Source: an optimization exercise on an open RTL-to-GDS flow (aim: small area). Production flows keep margins and buffers that such runs may drop. No functional check of the RTL was part of this run. Power figures rest on the tool's default switching activity, not on a simulated workload.

<file path="design/flow/config.mk">
export PLATFORM = sky130hd
export DESIGN_NAME = calc_logic
export DESIGN_NICKNAME = calc_logic
export VERILOG_FILES = /design/flow/design.v
export SDC_FILE = /design/flow/constraint.sdc
export NUM_CORES = 4
export LEC_CHECK = 0
export CAP_MARGIN = 20
export CORE_MARGIN = 2
export CORE_UTILIZATION = 40
export SLEW_MARGIN = 20
</file>
<file path="design/flow/constraint.sdc">
create_clock -name core_clock -period 8.0 [get_ports {clk}]
set_input_delay 1.6000 -clock core_clock [delete_from_list [all_inputs] [get_ports {clk}]]
set_output_delay 1.6000 -clock core_clock [all_outputs]
set_load 0.01 [all_outputs]
</file>
<file path="design/flow/design.v">
module calc_logic(
   input clk,
   input rst,
   input [4:0] keycode,
   input newkey,
   output [15:0] Xdisplay,
   output LED_NEG_digit,
   output LED_OVW
   );
   reg [17:0] X, Y;
   reg [1:0] OP;
   assign Xdisplay = X[15:0];
   assign LED_OVW = X[16];
   assign LED_NEG_digit = X[17];
   wire digit  = newkey & keycode[4];
   wire optr   = newkey & (keycode[4:2] == 3'b010);
   wire clra   = newkey & (keycode == 5'b00100);
   wire clre   = newkey & (keycode == 5'b01100);
   wire equals = newkey & (keycode == 5'b00011);
   wire sqr    = newkey & (keycode == 5'b00001);
   wire chs    = newkey & (keycode == 5'b00010);
   wire eq_add = equals & (OP == 2'b11);
   wire eq_sub = equals & (OP == 2'b10);
   wire eq_mul = equals & (OP == 2'b01);
   wire zero   = optr | clra | clre;
   wire b_all  = eq_sub | chs;
   wire b_one  = ~(zero | digit | sqr | eq_mul);
   wire c_y    = eq_add | eq_sub;
   wire [17:0] B, C;
   genvar gi;
   generate for (gi = 0; gi < 18; gi = gi + 1) begin : g_bc
      if (gi == 0)
         assign B[gi] = b_one | (sqr & X[gi]) | (eq_mul & Y[gi]);
      else if (gi == 4)
         assign B[gi] = b_all | digit | (sqr & X[gi]) | (eq_mul & Y[gi]);
      else
         assign B[gi] = b_all | (sqr & X[gi]) | (eq_mul & Y[gi]);
      if (gi < 4)
         assign C[gi] = (c_y & Y[gi]) | (digit & keycode[gi]);
      else
         assign C[gi] = c_y & Y[gi];
   end endgenerate
   wire p1, p2, p3, p4, p5, p6, p7, p8, p9, p10, p11, p12, p13, p14, p15, p16, p17, p18, p19, p20, p21, p22, p23, p24, p25, p26, p27, p28, p29, p30, p31, p32, p33, p34, p35, p36, p37, p38, p39, p40, p41, p42, p43, p44, p45, p46, p47, p48, p49, p50, p51, p52, p53, p54, p55, p56, p57, p58, p59, p60, p61, p62, p63, p64, p65, p66, p67, p68, p69, p70, p71, p72, p73, p74, p75, p76, p77, p78, p79, p80, p81, p82, p83, p84, p85, p86, p87, p88, p89, p90, s91, c92, s93, c94, s95, c96, s97, c98, s99, s100, s101, c102, s103, c104, s105, c106, s107, c108, s109, c110, s111, c112, s113, c114, s115, c116, s117, c118, s119, c120, s121, c122, s123, c124, s125, c126, s127, c128, s129, c130, s131, c132, s133, c134, s135, c136, s137, c138, s139, c140, s141, c142, s143, s144, s145, s146, c147, s148, c149, s150, c151, s152, c153, s154, c155, s156, c157, s158, c159, s160, c161, s162, c163, s164, c165, s166, c167, s168, c169, s170, c171, s172, c173, s174, c175, s176, c177, s178, c179, s180, c181, s182, c183, s184, c185, s186, c187, s188, c189, s190, c191, s192, c193, s194, s195, s196, c197, s198, c199, s200, c201, s202, c203, s204, c205, s206, c207, s208, c209, s210, c211, s212, c213, s214, c215, s216, c217, s218, c219, s220, c221, s222, c223, s224, c225, s226, s227, c228, s229, c230, s231, c232, s233, c234, s235, c236, s237, c238, s239, c240, s241, c242, s243, c244, s245, c246, s247, c248, s249, c250, s251, c252, s253, c254, s255, c256, s257, c258, s259, c260, s261, s262, c263, s264, c265, s266, c267, s268, c269, s270, c271, s272, c273, s274, c275, s276, c277, s278, c279, s280, c281, s282, c283, s284, c285, s286, c287, s288, c289, s290, c291, s292, c293, s294, c295, s296;
   wire one0 = B[0] ^ 1'b0;
   wire two0 = (B[1] & ~B[0] & ~1'b0) | (~B[1] & B[0] & 1'b0);
   wire neg0 = B[1];
   assign p1 = ((one0 & X[0]) | (two0 & 1'b0)) ^ neg0;
   assign p2 = ((one0 & X[1]) | (two0 & X[0])) ^ neg0;
   assign p3 = ((one0 & X[2]) | (two0 & X[1])) ^ neg0;
   assign p4 = ((one0 & X[3]) | (two0 & X[2])) ^ neg0;
   assign p5 = ((one0 & X[4]) | (two0 & X[3])) ^ neg0;
   assign p6 = ((one0 & X[5]) | (two0 & X[4])) ^ neg0;
   assign p7 = ((one0 & X[6]) | (two0 & X[5])) ^ neg0;
   assign p8 = ((one0 & X[7]) | (two0 & X[6])) ^ neg0;
   assign p9 = ((one0 & X[8]) | (two0 & X[7])) ^ neg0;
   assign p10 = ((one0 & X[9]) | (two0 & X[8])) ^ neg0;
   assign p11 = ((one0 & X[10]) | (two0 & X[9])) ^ neg0;
   assign p12 = ((one0 & X[11]) | (two0 & X[10])) ^ neg0;
   assign p13 = ((one0 & X[12]) | (two0 & X[11])) ^ neg0;
   assign p14 = ((one0 & X[13]) | (two0 & X[12])) ^ neg0;
   assign p15 = ((one0 & X[14]) | (two0 & X[13])) ^ neg0;
   assign p16 = ((one0 & X[15]) | (two0 & X[14])) ^ neg0;
   assign p17 = ((one0 & X[16]) | (two0 & X[15])) ^ neg0;
   assign p18 = ((one0 & X[17]) | (two0 & X[16])) ^ neg0;
   wire one1 = B[2] ^ B[1];
   wire two1 = (B[3] & ~B[2] & ~B[1]) | (~B[3] & B[2] & B[1]);
   wire neg1 = B[3];
   assign p19 = ((one1 & X[0]) | (two1 & 1'b0)) ^ neg1;
   assign p20 = ((one1 & X[1]) | (two1 & X[0])) ^ neg1;
   assign p21 = ((one1 & X[2]) | (two1 & X[1])) ^ neg1;
   assign p22 = ((one1 & X[3]) | (two1 & X[2])) ^ neg1;
   assign p23 = ((one1 & X[4]) | (two1 & X[3])) ^ neg1;
   assign p24 = ((one1 & X[5]) | (two1 & X[4])) ^ neg1;
   assign p25 = ((one1 & X[6]) | (two1 & X[5])) ^ neg1;
   assign p26 = ((one1 & X[7]) | (two1 & X[6])) ^ neg1;
   assign p27 = ((one1 & X[8]) | (two1 & X[7])) ^ neg1;
   assign p28 = ((one1 & X[9]) | (two1 & X[8])) ^ neg1;
   assign p29 = ((one1 & X[10]) | (two1 & X[9])) ^ neg1;
   assign p30 = ((one1 & X[11]) | (two1 & X[10])) ^ neg1;
   assign p31 = ((one1 & X[12]) | (two1 & X[11])) ^ neg1;
   assign p32 = ((one1 & X[13]) | (two1 & X[12])) ^ neg1;
   assign p33 = ((one1 & X[14]) | (two1 & X[13])) ^ neg1;
   assign p34 = ((one1 & X[15]) | (two1 & X[14])) ^ neg1;
   wire one2 = B[4] ^ B[3];
   wire two2 = (B[5] & ~B[4] & ~B[3]) | (~B[5] & B[4] & B[3]);
   wire neg2 = B[5];
   assign p35 = ((one2 & X[0]) | (two2 & 1'b0)) ^ neg2;
   assign p36 = ((one2 & X[1]) | (two2 & X[0])) ^ neg2;
   assign p37 = ((one2 & X[2]) | (two2 & X[1])) ^ neg2;
   assign p38 = ((one2 & X[3]) | (two2 & X[2])) ^ neg2;
   assign p39 = ((one2 & X[4]) | (two2 & X[3])) ^ neg2;
   assign p40 = ((one2 & X[5]) | (two2 & X[4])) ^ neg2;
   assign p41 = ((one2 & X[6]) | (two2 & X[5])) ^ neg2;
   assign p42 = ((one2 & X[7]) | (two2 & X[6])) ^ neg2;
   assign p43 = ((one2 & X[8]) | (two2 & X[7])) ^ neg2;
   assign p44 = ((one2 & X[9]) | (two2 & X[8])) ^ neg2;
   assign p45 = ((one2 & X[10]) | (two2 & X[9])) ^ neg2;
   assign p46 = ((one2 & X[11]) | (two2 & X[10])) ^ neg2;
   assign p47 = ((one2 & X[12]) | (two2 & X[11])) ^ neg2;
   assign p48 = ((one2 & X[13]) | (two2 & X[12])) ^ neg2;
   wire one3 = B[6] ^ B[5];
   wire two3 = (B[7] & ~B[6] & ~B[5]) | (~B[7] & B[6] & B[5]);
   wire neg3 = B[7];
   assign p49 = ((one3 & X[0]) | (two3 & 1'b0)) ^ neg3;
   assign p50 = ((one3 & X[1]) | (two3 & X[0])) ^ neg3;
   assign p51 = ((one3 & X[2]) | (two3 & X[1])) ^ neg3;
   assign p52 = ((one3 & X[3]) | (two3 & X[2])) ^ neg3;
   assign p53 = ((one3 & X[4]) | (two3 & X[3])) ^ neg3;
   assign p54 = ((one3 & X[5]) | (two3 & X[4])) ^ neg3;
   assign p55 = ((one3 & X[6]) | (two3 & X[5])) ^ neg3;
   assign p56 = ((one3 & X[7]) | (two3 & X[6])) ^ neg3;
   assign p57 = ((one3 & X[8]) | (two3 & X[7])) ^ neg3;
   assign p58 = ((one3 & X[9]) | (two3 & X[8])) ^ neg3;
   assign p59 = ((one3 & X[10]) | (two3 & X[9])) ^ neg3;
   assign p60 = ((one3 & X[11]) | (two3 & X[10])) ^ neg3;
   wire one4 = B[8] ^ B[7];
   wire two4 = (B[9] & ~B[8] & ~B[7]) | (~B[9] & B[8] & B[7]);
   wire neg4 = B[9];
   assign p61 = ((one4 & X[0]) | (two4 & 1'b0)) ^ neg4;
   assign p62 = ((one4 & X[1]) | (two4 & X[0])) ^ neg4;
   assign p63 = ((one4 & X[2]) | (two4 & X[1])) ^ neg4;
   assign p64 = ((one4 & X[3]) | (two4 & X[2])) ^ neg4;
   assign p65 = ((one4 & X[4]) | (two4 & X[3])) ^ neg4;
   assign p66 = ((one4 & X[5]) | (two4 & X[4])) ^ neg4;
   assign p67 = ((one4 & X[6]) | (two4 & X[5])) ^ neg4;
   assign p68 = ((one4 & X[7]) | (two4 & X[6])) ^ neg4;
   assign p69 = ((one4 & X[8]) | (two4 & X[7])) ^ neg4;
   assign p70 = ((one4 & X[9]) | (two4 & X[8])) ^ neg4;
   wire one5 = B[10] ^ B[9];
   wire two5 = (B[11] & ~B[10] & ~B[9]) | (~B[11] & B[10] & B[9]);
   wire neg5 = B[11];
   assign p71 = ((one5 & X[0]) | (two5 & 1'b0)) ^ neg5;
   assign p72 = ((one5 & X[1]) | (two5 & X[0])) ^ neg5;
   assign p73 = ((one5 & X[2]) | (two5 & X[1])) ^ neg5;
   assign p74 = ((one5 & X[3]) | (two5 & X[2])) ^ neg5;
   assign p75 = ((one5 & X[4]) | (two5 & X[3])) ^ neg5;
   assign p76 = ((one5 & X[5]) | (two5 & X[4])) ^ neg5;
   assign p77 = ((one5 & X[6]) | (two5 & X[5])) ^ neg5;
   assign p78 = ((one5 & X[7]) | (two5 & X[6])) ^ neg5;
   wire one6 = B[12] ^ B[11];
   wire two6 = (B[13] & ~B[12] & ~B[11]) | (~B[13] & B[12] & B[11]);
   wire neg6 = B[13];
   assign p79 = ((one6 & X[0]) | (two6 & 1'b0)) ^ neg6;
   assign p80 = ((one6 & X[1]) | (two6 & X[0])) ^ neg6;
   assign p81 = ((one6 & X[2]) | (two6 & X[1])) ^ neg6;
   assign p82 = ((one6 & X[3]) | (two6 & X[2])) ^ neg6;
   assign p83 = ((one6 & X[4]) | (two6 & X[3])) ^ neg6;
   assign p84 = ((one6 & X[5]) | (two6 & X[4])) ^ neg6;
   wire one7 = B[14] ^ B[13];
   wire two7 = (B[15] & ~B[14] & ~B[13]) | (~B[15] & B[14] & B[13]);
   wire neg7 = B[15];
   assign p85 = ((one7 & X[0]) | (two7 & 1'b0)) ^ neg7;
   assign p86 = ((one7 & X[1]) | (two7 & X[0])) ^ neg7;
   assign p87 = ((one7 & X[2]) | (two7 & X[1])) ^ neg7;
   assign p88 = ((one7 & X[3]) | (two7 & X[2])) ^ neg7;
   wire one8 = B[16] ^ B[15];
   wire two8 = (B[17] & ~B[16] & ~B[15]) | (~B[17] & B[16] & B[15]);
   wire neg8 = B[17];
   assign p89 = ((one8 & X[0]) | (two8 & 1'b0)) ^ neg8;
   assign p90 = ((one8 & X[1]) | (two8 & X[0])) ^ neg8;
   assign s91 = p15 ^ p31;
   assign c92 = p15 & p31;
   assign s93 = p16 ^ p32;
   assign c94 = p16 & p32;
   assign s95 = p17 ^ p33 ^ p47;
   assign c96 = (p17 & p33) | (p17 & p47) | (p33 & p47);
   assign s97 = p59 ^ p69;
   assign c98 = p59 & p69;
   assign s99 = p18 ^ p34 ^ p48;
   assign s100 = p60 ^ p70;
   assign s101 = p9 ^ p25;
   assign c102 = p9 & p25;
   assign s103 = p10 ^ p26;
   assign c104 = p10 & p26;
   assign s105 = p11 ^ p27 ^ p41;
   assign c106 = (p11 & p27) | (p11 & p41) | (p27 & p41);
   assign s107 = p53 ^ p63;
   assign c108 = p53 & p63;
   assign s109 = p12 ^ p28 ^ p42;
   assign c110 = (p12 & p28) | (p12 & p42) | (p28 & p42);
   assign s111 = p54 ^ p64;
   assign c112 = p54 & p64;
   assign s113 = p13 ^ p29 ^ p43;
   assign c114 = (p13 & p29) | (p13 & p43) | (p29 & p43);
   assign s115 = p55 ^ p65 ^ p73;
   assign c116 = (p55 & p65) | (p55 & p73) | (p65 & p73);
   assign s117 = p79 ^ neg6;
   assign c118 = p79 & neg6;
   assign s119 = p14 ^ p30 ^ p44;
   assign c120 = (p14 & p30) | (p14 & p44) | (p30 & p44);
   assign s121 = p56 ^ p66 ^ p74;
   assign c122 = (p56 & p66) | (p56 & p74) | (p66 & p74);
   assign s123 = p80 ^ C[13];
   assign c124 = p80 & C[13];
   assign s125 = p45 ^ p57 ^ p67;
   assign c126 = (p45 & p57) | (p45 & p67) | (p57 & p67);
   assign s127 = p75 ^ p81 ^ p85;
   assign c128 = (p75 & p81) | (p75 & p85) | (p81 & p85);
   assign s129 = neg7 ^ C[14] ^ s91;
   assign c130 = (neg7 & C[14]) | (neg7 & s91) | (C[14] & s91);
   assign s131 = p46 ^ p58 ^ p68;
   assign c132 = (p46 & p58) | (p46 & p68) | (p58 & p68);
   assign s133 = p76 ^ p82 ^ p86;
   assign c134 = (p76 & p82) | (p76 & p86) | (p82 & p86);
   assign s135 = C[15] ^ s93 ^ c92;
   assign c136 = (C[15] & s93) | (C[15] & c92) | (s93 & c92);
   assign s137 = p77 ^ p83 ^ p87;
   assign c138 = (p77 & p83) | (p77 & p87) | (p83 & p87);
   assign s139 = p89 ^ neg8 ^ C[16];
   assign c140 = (p89 & neg8) | (p89 & C[16]) | (neg8 & C[16]);
   assign s141 = s95 ^ s97 ^ c94;
   assign c142 = (s95 & s97) | (s95 & c94) | (s97 & c94);
   assign s143 = p78 ^ p84 ^ p88;
   assign s144 = p90 ^ C[17] ^ s99;
   assign s145 = s100 ^ c96 ^ c98;
   assign s146 = p5 ^ p21;
   assign c147 = p5 & p21;
   assign s148 = p6 ^ p22;
   assign c149 = p6 & p22;
   assign s150 = p7 ^ p23 ^ p37;
   assign c151 = (p7 & p23) | (p7 & p37) | (p23 & p37);
   assign s152 = p49 ^ neg3;
   assign c153 = p49 & neg3;
   assign s154 = p8 ^ p24 ^ p38;
   assign c155 = (p8 & p24) | (p8 & p38) | (p24 & p38);
   assign s156 = p50 ^ C[7];
   assign c157 = p50 & C[7];
   assign s158 = p39 ^ p51 ^ p61;
   assign c159 = (p39 & p51) | (p39 & p61) | (p51 & p61);
   assign s160 = neg4 ^ C[8] ^ s101;
   assign c161 = (neg4 & C[8]) | (neg4 & s101) | (C[8] & s101);
   assign s162 = p40 ^ p52 ^ p62;
   assign c163 = (p40 & p52) | (p40 & p62) | (p52 & p62);
   assign s164 = C[9] ^ s103 ^ c102;
   assign c165 = (C[9] & s103) | (C[9] & c102) | (s103 & c102);
   assign s166 = p71 ^ neg5 ^ C[10];
   assign c167 = (p71 & neg5) | (p71 & C[10]) | (neg5 & C[10]);
   assign s168 = s105 ^ s107 ^ c104;
   assign c169 = (s105 & s107) | (s105 & c104) | (s107 & c104);
   assign s170 = p72 ^ C[11] ^ s109;
   assign c171 = (p72 & C[11]) | (p72 & s109) | (C[11] & s109);
   assign s172 = s111 ^ c106 ^ c108;
   assign c173 = (s111 & c106) | (s111 & c108) | (c106 & c108);
   assign s174 = C[12] ^ s113 ^ s115;
   assign c175 = (C[12] & s113) | (C[12] & s115) | (s113 & s115);
   assign s176 = s117 ^ c110 ^ c112;
   assign c177 = (s117 & c110) | (s117 & c112) | (c110 & c112);
   assign s178 = s119 ^ s121 ^ s123;
   assign c179 = (s119 & s121) | (s119 & s123) | (s121 & s123);
   assign s180 = c114 ^ c116 ^ c118;
   assign c181 = (c114 & c116) | (c114 & c118) | (c116 & c118);
   assign s182 = s125 ^ s127 ^ s129;
   assign c183 = (s125 & s127) | (s125 & s129) | (s127 & s129);
   assign s184 = c120 ^ c122 ^ c124;
   assign c185 = (c120 & c122) | (c120 & c124) | (c122 & c124);
   assign s186 = s131 ^ s133 ^ s135;
   assign c187 = (s131 & s133) | (s131 & s135) | (s133 & s135);
   assign s188 = c126 ^ c128 ^ c130;
   assign c189 = (c126 & c128) | (c126 & c130) | (c128 & c130);
   assign s190 = s137 ^ s139 ^ s141;
   assign c191 = (s137 & s139) | (s137 & s141) | (s139 & s141);
   assign s192 = c132 ^ c134 ^ c136;
   assign c193 = (c132 & c134) | (c132 & c136) | (c134 & c136);
   assign s194 = s143 ^ s144 ^ s145;
   assign s195 = c138 ^ c140 ^ c142;
   assign s196 = p3 ^ p19;
   assign c197 = p3 & p19;
   assign s198 = p4 ^ p20;
   assign c199 = p4 & p20;
   assign s200 = p35 ^ neg2 ^ C[4];
   assign c201 = (p35 & neg2) | (p35 & C[4]) | (neg2 & C[4]);
   assign s202 = p36 ^ C[5] ^ s148;
   assign c203 = (p36 & C[5]) | (p36 & s148) | (C[5] & s148);
   assign s204 = C[6] ^ s150 ^ s152;
   assign c205 = (C[6] & s150) | (C[6] & s152) | (s150 & s152);
   assign s206 = s154 ^ s156 ^ c151;
   assign c207 = (s154 & s156) | (s154 & c151) | (s156 & c151);
   assign s208 = s158 ^ s160 ^ c155;
   assign c209 = (s158 & s160) | (s158 & c155) | (s160 & c155);
   assign s210 = s162 ^ s164 ^ c159;
   assign c211 = (s162 & s164) | (s162 & c159) | (s164 & c159);
   assign s212 = s166 ^ s168 ^ c163;
   assign c213 = (s166 & s168) | (s166 & c163) | (s168 & c163);
   assign s214 = s170 ^ s172 ^ c167;
   assign c215 = (s170 & s172) | (s170 & c167) | (s172 & c167);
   assign s216 = s174 ^ s176 ^ c171;
   assign c217 = (s174 & s176) | (s174 & c171) | (s176 & c171);
   assign s218 = s178 ^ s180 ^ c175;
   assign c219 = (s178 & s180) | (s178 & c175) | (s180 & c175);
   assign s220 = s182 ^ s184 ^ c179;
   assign c221 = (s182 & s184) | (s182 & c179) | (s184 & c179);
   assign s222 = s186 ^ s188 ^ c183;
   assign c223 = (s186 & s188) | (s186 & c183) | (s188 & c183);
   assign s224 = s190 ^ s192 ^ c187;
   assign c225 = (s190 & s192) | (s190 & c187) | (s192 & c187);
   assign s226 = s194 ^ s195 ^ c191;
   assign s227 = p1 ^ neg0;
   assign c228 = p1 & neg0;
   assign s229 = p2 ^ C[1];
   assign c230 = p2 & C[1];
   assign s231 = neg1 ^ C[2] ^ s196;
   assign c232 = (neg1 & C[2]) | (neg1 & s196) | (C[2] & s196);
   assign s233 = C[3] ^ s198 ^ c197;
   assign c234 = (C[3] & s198) | (C[3] & c197) | (s198 & c197);
   assign s235 = s146 ^ s200 ^ c199;
   assign c236 = (s146 & s200) | (s146 & c199) | (s200 & c199);
   assign s237 = c147 ^ s202 ^ c201;
   assign c238 = (c147 & s202) | (c147 & c201) | (s202 & c201);
   assign s239 = c149 ^ s204 ^ c203;
   assign c240 = (c149 & s204) | (c149 & c203) | (s204 & c203);
   assign s241 = c153 ^ s206 ^ c205;
   assign c242 = (c153 & s206) | (c153 & c205) | (s206 & c205);
   assign s243 = c157 ^ s208 ^ c207;
   assign c244 = (c157 & s208) | (c157 & c207) | (s208 & c207);
   assign s245 = c161 ^ s210 ^ c209;
   assign c246 = (c161 & s210) | (c161 & c209) | (s210 & c209);
   assign s247 = c165 ^ s212 ^ c211;
   assign c248 = (c165 & s212) | (c165 & c211) | (s212 & c211);
   assign s249 = c169 ^ s214 ^ c213;
   assign c250 = (c169 & s214) | (c169 & c213) | (s214 & c213);
   assign s251 = c173 ^ s216 ^ c215;
   assign c252 = (c173 & s216) | (c173 & c215) | (s216 & c215);
   assign s253 = c177 ^ s218 ^ c217;
   assign c254 = (c177 & s218) | (c177 & c217) | (s218 & c217);
   assign s255 = c181 ^ s220 ^ c219;
   assign c256 = (c181 & s220) | (c181 & c219) | (s220 & c219);
   assign s257 = c185 ^ s222 ^ c221;
   assign c258 = (c185 & s222) | (c185 & c221) | (s222 & c221);
   assign s259 = c189 ^ s224 ^ c223;
   assign c260 = (c189 & s224) | (c189 & c223) | (s224 & c223);
   assign s261 = c193 ^ s226 ^ c225;
   assign s262 = C[0] ^ s227;
   assign c263 = C[0] & s227;
   assign s264 = s229 ^ c228 ^ c263;
   assign c265 = (s229 & c228) | (s229 & c263) | (c228 & c263);
   assign s266 = s231 ^ c230 ^ c265;
   assign c267 = (s231 & c230) | (s231 & c265) | (c230 & c265);
   assign s268 = s233 ^ c232 ^ c267;
   assign c269 = (s233 & c232) | (s233 & c267) | (c232 & c267);
   assign s270 = s235 ^ c234 ^ c269;
   assign c271 = (s235 & c234) | (s235 & c269) | (c234 & c269);
   assign s272 = s237 ^ c236 ^ c271;
   assign c273 = (s237 & c236) | (s237 & c271) | (c236 & c271);
   assign s274 = s239 ^ c238 ^ c273;
   assign c275 = (s239 & c238) | (s239 & c273) | (c238 & c273);
   assign s276 = s241 ^ c240 ^ c275;
   assign c277 = (s241 & c240) | (s241 & c275) | (c240 & c275);
   assign s278 = s243 ^ c242 ^ c277;
   assign c279 = (s243 & c242) | (s243 & c277) | (c242 & c277);
   assign s280 = s245 ^ c244 ^ c279;
   assign c281 = (s245 & c244) | (s245 & c279) | (c244 & c279);
   assign s282 = s247 ^ c246 ^ c281;
   assign c283 = (s247 & c246) | (s247 & c281) | (c246 & c281);
   assign s284 = s249 ^ c248 ^ c283;
   assign c285 = (s249 & c248) | (s249 & c283) | (c248 & c283);
   assign s286 = s251 ^ c250 ^ c285;
   assign c287 = (s251 & c250) | (s251 & c285) | (c250 & c285);
   assign s288 = s253 ^ c252 ^ c287;
   assign c289 = (s253 & c252) | (s253 & c287) | (c252 & c287);
   assign s290 = s255 ^ c254 ^ c289;
   assign c291 = (s255 & c254) | (s255 & c289) | (c254 & c289);
   assign s292 = s257 ^ c256 ^ c291;
   assign c293 = (s257 & c256) | (s257 & c291) | (c256 & c291);
   assign s294 = s259 ^ c258 ^ c293;
   assign c295 = (s259 & c258) | (s259 & c293) | (c258 & c293);
   assign s296 = s261 ^ c260 ^ c295;
   wire [17:0] R = {s296, s294, s292, s290, s288, s286, s284, s282, s280, s278, s276, s274, s272, s270, s268, s266, s264, s262};
   wire [17:0] nextX = {R[17] & ~digit, R[16:0]};
   always @(posedge clk or posedge rst)
      if (rst) begin
         X <= 18'b0;
         OP <= 2'b0;
      end else begin
         X <= nextX;
         if (optr | clra) OP <= clra ? 2'b00 : keycode[1:0];
      end
   always @(posedge clk)
      if (optr) Y <= X;
endmodule
</file>
<file path="design/flow/run.sh">
#!/bin/bash
# synth_recipe.tcl (not shown) runs the flow's synth.tcl, then flattens the netlist and writes it again
# the make line also repeats each setting of config.mk as NAME=value (left out here)
make -C /OpenROAD-flow-scripts/flow DESIGN_CONFIG=/design/flow/config.mk WORK_HOME=/design/flow/orfs CLKGATE_MAP_FILE= SYNTH_SCRIPT=/design/flow/synth_recipe.tcl finish
</file>
==> results by group <==
Floorplan
  – Total Die Area: approximately 0.017 mm²
  – Starting Density: about 41%
  – # rows: between 40 and 50
  – Placeable core region: 0.0152 mm²
  – Number of placed I/O pins: 26
  – Floorplan die height: approximately 130 µm
  – Die Span X: approximately 130 µm

Final layout
  – Layout-stage area growth over the synthesis result: 22.7%
  – Proportion of layout cells with a drive suffix above 1: 23.6%
  – Number of diodes added for antenna fixing: 0
  – Number of nets in the final layout: around 860

Timing
  – Maximum frequency from static timing analysis: 98.8 MHz
  – Post-layout minimum cycle time: between 10000 and 15000 ps
  – Count of endpoints failing hold in the final timing report: 0
  – Final setup violation count: 4
  – Fraction of the cycle the final worst path needs: 126%
  – Transition time at the pin with the least slew margin: between 400 and 500 ps
  – Setup clock skew after layout: ~7 ps
  – Post-route worst setup slack: -2120 ps
  – RSZ-0062 raised after global routing: yes
  – Remaining max-slew budget at the tightest pin: around two thirds
  – Final Max Tran Viols: 0
  – Final Hold Slack: ~620 ps

CTS
  – Sink Count: 38
  – Clock transition at the register clock pins on the worst setup and hold paths after CTS: ~60 ps
  – TritonCTS clock tree: yes
  – Depth of the CTS H-tree: 2
  – Worst-case clock buffer depth: 2
  – Number of buffers created by CTS: 5
  – Total of hold buffers inserted after clock tree synthesis: 0
  – Skew-Pair Late Insertion Delay: 300 ps
  – CTS Root Cell: sky130_fd_sc_hd__clkbuf_16

Placement
  – Final weighted congestion in routability-driven placement: slightly below 0.9
  – Post-detail-place hpwl: around 15 mm
  – Count of input and output buffers: 25

Yosys
  – Post-synth EDFFs: 18
  – Adder-cell area share of the yosys netlist: 28.3%
  – Share of the synthesized netlist area taken by xor and xnor gates: approximately a tenth
  – Combinational family with the most area after synthesis: adder cells
  – Cells after Synth: 664
  – Yosys cell types: between 60 and 70
  – Flip-flop cell with the highest count after synthesis: sky130_fd_sc_hd__dfrtp_1
  – Portion of the post-synthesis area used by sequential elements: 16.7%
  – Fraction of synthesized area in multiplexers: 4.85%
  – Mean area per synthesized cell: 9.40 µm²
  – Number of synthesized register bits: 38
  – Post-synthesis simple-gate area fraction: 11.1%
  – Warning count from the yosys run: 1
  – Number of nets produced by synthesis: 767
  – Total standard cell area after synthesis: between 0.006 and 0.007 mm²
  – Fraction of the mapped netlist area in compound gates: about a fifth
  – Async set-or-reset flop fraction in the synthesized netlist: between 50% and 60%

Worst setup path
  – Startpoint type of the worst setup path: input port
  – Most frequent cell on the critical path: sky130_fd_sc_hd__fa_2
  – Critical Path Slowest Stage Cell: sky130_fd_sc_hd__or4b_4
  – Worst path required time: around 8000 ps
  – Highest fanout seen on the critical path: 15
  – Family with the most delay on the worst path: adder cells
  – Category of the most critical setup path: input port to flip-flop
  – Arrival time of the worst setup path: 10340 ps
  – CP max stage delay: between 500 and 600 ps
  – Capturing element type of the critical path: flip-flop
  – Number of buffer and inverter instances along the worst setup path: 7

GRT
  – Global-route wire length before repair: between 30 and 40 mm
  – Total congestion overflow after global routing: 0
  – Via count of the first global-routing pass: between 5000 and 6000
  – Overall global routing resource usage: 25.1%
  – Pin count of the biggest net entering global routing: 25
  – Antenna violations before repair: 0

Power and ir drop
  – Max VDD drop: 0.0000977 V
  – Leak Pwr: between 0.003 and 0.004 µW
  – Overall power of the completed layout: between 1500 and 2000 µW
  – Power density over the cells: between 200 and 250 mW/mm²

Outcome
  – Reasons for failing layout checks: setup timing
  – Result of the run: finished with violations

Route
  – Detailed-route via count: around 5500
  – Vias per cell: 5.81
  – Mean routed wirelength per cell: approximately 21 µm
  – Residual antenna-violating net count after detailed routing: 0
  – First-pass iteration count of the detailed router: 6
  – DRC Markers: 0
  – Post-detailed-routing wire length: ~20 mm
  – Iteration-0 DRC count of the detailed router: 537

Run
  – Max-cap check violation count: 0

Hold path
  – HP Class: flip-flop to flip-flop
## registers in the layout (all words and copies together), names as in the netlist
| signal | count |
|---|---|
| X | 18 |
| Y | 18 |
| OP | 2 |
## timing repair
item | CTS | global route
pin swaps | 34 | 0
buffers inserted | 9 | 0
endpoints found under the setup margin | 6 | 5
gates resized for setup | 37 | 2
## worst paths after layout
kind	from	end	slack, ps	cells after the start
setup / recovery	keycode[3]	X[17]$_DFF_PP0_	-2120	37
hold / removal	X[17]$_DFF_PP0_	Y[17]$_DFFE_PP_	620	0
setup reg to reg	OP[1]$_DFFE_PP0P_	X[17]$_DFF_PP0_	-1050	38
hold reg to reg	X[17]$_DFF_PP0_	Y[17]$_DFFE_PP_	620	0
max in group asynchronous	rst	X[17]$_DFF_PP0_	5870	3
min in group asynchronous	rst	X[8]$_DFF_PP0_	1640	2
## layer usage
layer | vias up | GRT usage [%] | part of all wire (%) | wire, µm
li1 | 2483 | - | - | -
met1 | 2726 | 33.3 | 42 | 8290
met2 | 218 | 41.3 | 48 | 9560
met3 | 42 | 4.37 | 6.9 | 1370
met4 | 0 | 9.59 | 3.1 | 619
met5 | - | 0 | 0 | 0
## cell type report
cell class | instances | area, µm²
Clock buffer | 6 | 139
Clock inverter | 2 | 12.5
Fill cell | 1416 | 7550
Inverter | 72 | 270
Multi-Input combinational cell | 495 | 4820
Sequential cell | 38 | 1040
Tap cell | 188 | 235
Timing Repair Buffer | 141 | 1140
## cell families after synthesis
group / after synthesis
AOI/OAI and AO/OA: 170
xor gates and xnor gates: 69
adders and majority gates: 95
buffers and inverters: 131
DFF: 38
muxes: 29
and+or+nand+nor: 132
## through the flow
| step | instances | worst slack (ps) | setup TNS [ps] | utilization [%] | cell area (µm²) |
|---|---|---|---|---|---|
| floorplan | 664 | -2350 | -5920 | - | 6370 |
| global placement | 925 | -2850 | -8660 | 48.6 | 7390 |
| detailed placement | 925 | -2950 | -8900 | 48.6 | 7390 |
| CTS | 941 | -2170 | -3910 | 50.3 | 7640 |
| global route | 942 | -2460 | -5210 | 50.4 | 7650 |
| finish | 942 | -2120 | -3770 | 50.4 | 7650 |
## Yosys cell counts (2+ instances only)
cell	instances	share of area [%]
sky130_fd_sc_hd__xnor3_1	2	0.72
sky130_fd_sc_hd__nand2b_1	5	0.50
sky130_fd_sc_hd__nor2b_1	5	0.50
sky130_fd_sc_hd__inv_1	72	4.3
sky130_fd_sc_hd__a211oi_1	3	0.36
sky130_fd_sc_hd__o22ai_1	8	0.80
sky130_fd_sc_hd__and3_1	8	0.80
sky130_fd_sc_hd__a211o_1	2	0.28
sky130_fd_sc_hd__xnor2_1	39	5.5
sky130_fd_sc_hd__ha_1	18	3.6
sky130_fd_sc_hd__mux2i_1	21	3.4
sky130_fd_sc_hd__a22oi_1	52	6.3
sky130_fd_sc_hd__buf_2	5	0.40
sky130_fd_sc_hd__edfxtp_1	18	8.7
sky130_fd_sc_hd__xor2_1	27	3.8
sky130_fd_sc_hd__a32oi_1	2	0.28
sky130_fd_sc_hd__nand3_1	6	0.48
sky130_fd_sc_hd__a22o_1	14	2.0
sky130_fd_sc_hd__a21o_1	2	0.24
sky130_fd_sc_hd__nand4b_1	10	1.4
sky130_fd_sc_hd__nand2_1	49	2.9
sky130_fd_sc_hd__and2_1	13	1.3
sky130_fd_sc_hd__buf_1	8	0.48
sky130_fd_sc_hd__mux2_2	7	1.3
sky130_fd_sc_hd__a31oi_1	2	0.20
sky130_fd_sc_hd__a21oi_1	45	3.6
sky130_fd_sc_hd__nand3b_1	5	0.60
sky130_fd_sc_hd__fa_1	77	25
sky130_fd_sc_hd__a221oi_1	11	1.5
sky130_fd_sc_hd__dfrtp_1	20	8.0
sky130_fd_sc_hd__clkbuf_1	42	2.5
sky130_fd_sc_hd__and2_0	2	0.20
sky130_fd_sc_hd__clkbuf_2	2	0.16
sky130_fd_sc_hd__nor2_1	22	1.3
sky130_fd_sc_hd__a311oi_4	3	1.3
sky130_fd_sc_hd__o21ai_0	8	0.64
sky130_fd_sc_hd__a311oi_1	3	0.42
sky130_fd_sc_hd__a311oi_2	3	0.72
## power by group
group	internal [µW]	switching, µW	leakage [µW]
Combinational	503	661	0.00269
Clock	124	93.6	0.0000729
Sequential	272	71.8	0.000413
Total	899	826	0.00318
## cells in the final DEF (no fill, tap or decap), types with 3 or more instances in the layout
cell / synthesis / layout
sky130_fd_sc_hd__mux2_2: 7 / 7
sky130_fd_sc_hd__clkdlybuf4s50_1: 0 / 19
sky130_fd_sc_hd__o22ai_1: 8 / 8
sky130_fd_sc_hd__fa_1: 77 / 63
sky130_fd_sc_hd__buf_2: 5 / 3
sky130_fd_sc_hd__a22oi_1: 52 / 52
sky130_fd_sc_hd__a22o_1: 14 / 14
sky130_fd_sc_hd__edfxtp_1: 18 / 18
sky130_fd_sc_hd__a21oi_1: 45 / 44
sky130_fd_sc_hd__nand2b_1: 5 / 5
sky130_fd_sc_hd__inv_2: 0 / 6
sky130_fd_sc_hd__xnor2_1: 39 / 38
sky130_fd_sc_hd__buf_6: 1 / 6
sky130_fd_sc_hd__mux2i_1: 21 / 21
sky130_fd_sc_hd__ha_1: 18 / 18
sky130_fd_sc_hd__a221oi_1: 11 / 9
sky130_fd_sc_hd__fa_2: 0 / 14
sky130_fd_sc_hd__and3_1: 8 / 8
sky130_fd_sc_hd__xor2_1: 27 / 27
sky130_fd_sc_hd__nand4b_1: 10 / 10
sky130_fd_sc_hd__a311oi_4: 3 / 6
sky130_fd_sc_hd__o21ai_0: 8 / 7
sky130_fd_sc_hd__dfrtp_1: 20 / 20
sky130_fd_sc_hd__nand3b_1: 5 / 5
sky130_fd_sc_hd__a211oi_1: 3 / 3
sky130_fd_sc_hd__buf_4: 1 / 109
sky130_fd_sc_hd__and2_1: 13 / 12
sky130_fd_sc_hd__nor2b_1: 5 / 5
sky130_fd_sc_hd__clkbuf_16: 0 / 5
sky130_fd_sc_hd__nand2_1: 49 / 49
sky130_fd_sc_hd__nor2_1: 22 / 22
sky130_fd_sc_hd__nand3_1: 6 / 6
sky130_fd_sc_hd__inv_1: 72 / 66

==> port drivers added, routing unchanged <==
The flow's constraints put no driver on any port. The routed layout listed below was extracted and timed again, unchanged, in two steps. Step 1: set_driving_cell puts a clkbuf_16 on clk and a buf_2 on each other input, an assumption about the parent block. Step 2 moves the port delays by t, midway between the first and last clock arrival at a register: inputs arrive t later, outputs are due t later. That takes back most of the time a late clock gives input paths. Slacks: ideal ports / drivers / drivers and shift; pairs: ideal ports / drivers.
t, ns: 0.340
setup WS [ns]: -2.119 / -2.104 / -2.443
worst setup path after step 2: input to register
worst slew at a driven data input, ns: 0.04
The setup slack of this run moves by +0.015 ns with the drivers and by -0.324 ns with both steps.
